Context: an optimization exercise on an open-source flow, tuned for small area and a short achievable clock period. The choices shown serve that exercise and are no tape-out recipe. RTL that was checked went through simulation tests only; none was proved equivalent to the original. Power and IR drop assume default switching activity.

run A:
## FPU
module FPU(
    input clk,
    input [31:0] A,
    input [31:0] B,
    input [2:0] OPC,
    output [31:0] OUT,
    output AEB,
    output ALB,
    output AGB
    );
Size: about 65 flip-flops, roughly 26,000 sq um of cells after synthesis.
Settings: LEC_CHECK=0, CAP_MARGIN=0, CORE_MARGIN=2, CORE_UTILIZATION=40, SETUP_SLACK_MARGIN=5, SLEW_MARGIN=0; clock period 13.0 ns.
standard.sh (not shown) runs the stock make flow with config.mk's settings and CLKGATE_MAP_FILE= SYNTH_SCRIPT=/design/flow/synth_recipe.tcl, a recipe that flattens the netlist after the stock synthesis.
==> flow/flow/run.sh <==
#!/bin/bash
# Standard layout (the standard.sh: standard synthesis, floorplan, place,
# CTS, route, finish) with two changes to how timing is repaired:
#  - port buffers are buf_2 cells instead of the slow delay-buffer cell the
#    resizer picks by default (every input and output still gets a buffer);
#  - timing repair aims at 5 ns of setup slack.
# The design is still laid out and signed off at the design's clock period.
# make's full output goes to layout.log; each ORFS step logs under orfs/logs.
set -euo pipefail
bash standard.sh SETUP_SLACK_MARGIN=5 \
  "BUFFER_PORTS_ARGS=-buffer_cell sky130_fd_sc_hd__buf_2" finish > layout.log 2>&1
Here is what was changed in the inputs of run B compared with run A.
- CAP_MARGIN: 0 -> 20
- CORE_UTILIZATION: 40 -> 60
- SLEW_MARGIN: 0 -> 20
==> run summary <==
- Total power: run B above run A
- When run B is measured against run A, its met1 routed wirelength after detailed routing turns out about 14% lower.
- On wire length, run A beats run B.
- Compared to run A, run B has fraction of power consumed by sequential logic 0.3 points lower.
Changes in run C relative to run B:
- changing CORE_UTILIZATION from 60 to 40
==> flow/flow/run.sh <==
#!/bin/bash
set -euo pipefail
bash standard.sh SETUP_SLACK_MARGIN=6 \
  "BUFFER_PORTS_ARGS=-buffer_cell sky130_fd_sc_hd__buf_2" finish > layout.log 2>&1
Notes after the runs:
Final period utilization: run C vs run B down 3.7 points
On share of layout cells above drive strength 1: between run B and run C, it ends up lower for run B.
Vias: run C fewer than run B
Changes observed in run C relative to run B: routed wire length has increased, count of clock buffers in the final design climbed 1.

FPU again, from the RTL that the note above started with.
Settings: LEC_CHECK=0, CAP_MARGIN=20, CORE_MARGIN=2, CORE_UTILIZATION=40, PLACE_DENSITY=0.72, SETUP_SLACK_MARGIN=5, SLEW_MARGIN=20; clock period 13.0 ns.
==> flow/flow/run.sh <==
#!/bin/bash
# Standard layout (the standard.sh: standard synthesis, floorplan, place,
# CTS, route, finish) with two changes to how timing is repaired:
#  - port buffers are buf_2 cells instead of the slow delay-buffer cell the
#    resizer picks by default (every input and output still gets a buffer);
#  - timing repair aims at 5 ns of setup slack.
# The design is still laid out and signed off at the design's clock period.
# make's full output goes to layout.log; each ORFS step logs under orfs/logs.
set -euo pipefail
bash standard.sh SETUP_SLACK_MARGIN=5 \
  "BUFFER_PORTS_ARGS=-buffer_cell sky130_fd_sc_hd__buf_2" finish > layout.log 2>&1
The starting point passed the timing, design-rule and antenna checks.
Edit:
- PLACE_DENSITY: 0.72 -> default
What happened: Hold slack gains 0.011 ns; final cell count barely changes; cell area increases by 0.47%; wire length came out higher by 4.4%.

## v6
FPU, a different RTL version from the one above (not shown whole).
Size in the first run: ~65 flip-flops, ~100 I/O pins, roughly 28000 um2 of cells after synthesis.
export LEC_CHECK = 0
export CAP_MARGIN = 20
export CORE_MARGIN = 2
export CORE_UTILIZATION = 40
export SETUP_SLACK_MARGIN = 5
export SLEW_MARGIN = 20
create_clock -name core_clock -period 13.0 [get_ports {clk}]
run.sh (not shown) runs the stock make flow with config.mk's settings and CLKGATE_MAP_FILE= SYNTH_SCRIPT=/design/flow/synth_recipe.tcl, a recipe that flattens the netlist after the stock synthesis.
Stock flow here: none of the scripts above is used.
### v6 -> v7
# v6
export LEC_CHECK = 0
export CAP_MARGIN = 20
export CORE_MARGIN = 2
export CORE_UTILIZATION = 40
export SETUP_SLACK_MARGIN = 5
export SLEW_MARGIN = 20
create_clock -name core_clock -period 13.0 [get_ports {clk}]
# v7
export LEC_CHECK = 0
export CAP_MARGIN = 20
export CORE_MARGIN = 2
export CORE_UTILIZATION = 40
export SLEW_MARGIN = 20
create_clock -name core_clock -period 13.0 [get_ports {clk}]
[summary]
v6 ran to completion and came out clean on the timing, design-rule and antenna checks.
v7: done, clean on timing, DRC and antenna
Lower number of diodes among v7 and v6: v7
Against v6, v7 reports a global-route wire length before repair that is lower.
Vias: v7 fewer than v6
Fraction of standard cell area in multi-input logic, v7 and v6: larger value in v7
Between v7 and v6, final critical delay including setup and external delays is higher for v7, v6 comes in under that.
Lower global-route usage was reported by v7, not v6.
No functional check of the RTL was part of any run of this note.

-- static timing again, ports no longer ideal --
In the flow no input, the clock included, has a driving cell. The finished layouts below were timed again as built, in two steps.
Step 1: set_driving_cell puts a clkbuf_16 on clk and a buf_2 on each other input, an assumption about the parent block.
Step 2 also shifts input and output timing later by t, the mid clock arrival at the registers, as if the neighbouring blocks saw the same clock.
Slacks: ideal / step 1 / step 2; pairs: ideal / step 1.
| run | shift t [ns] | slack for setup (ns) | worst register clock-pin slew, ns |
|---|---|---|---|
| run A | 0.391 | 5.208 / 5.227 / 4.836 | 0.07 / 0.07 |
| run B | 0.412 | 5.140 / 5.169 / 4.757 | 0.08 / 0.08 |
| run C | 0.399 | 5.616 / 5.614 / 5.214 | 0.07 / 0.07 |
| the first run of note 2 | 0.385 | 5.154 / 5.175 / 4.790 | 0.08 / 0.08 |
| the second run of note 2 | 0.391 | 5.208 / 5.227 / 4.836 | 0.07 / 0.07 |
| v6 | 0.385 | 5.093 / 5.123 / 4.738 | 0.06 / 0.06 |
| v7 | 0.388 | 3.080 / 3.096 / 2.708 | 0.06 / 0.06 |
After both steps setup and hold are still met in every run listed. The setup slack of run C, which loses most, moves by -0.002 ns with the drivers and by -0.402 ns with both steps.
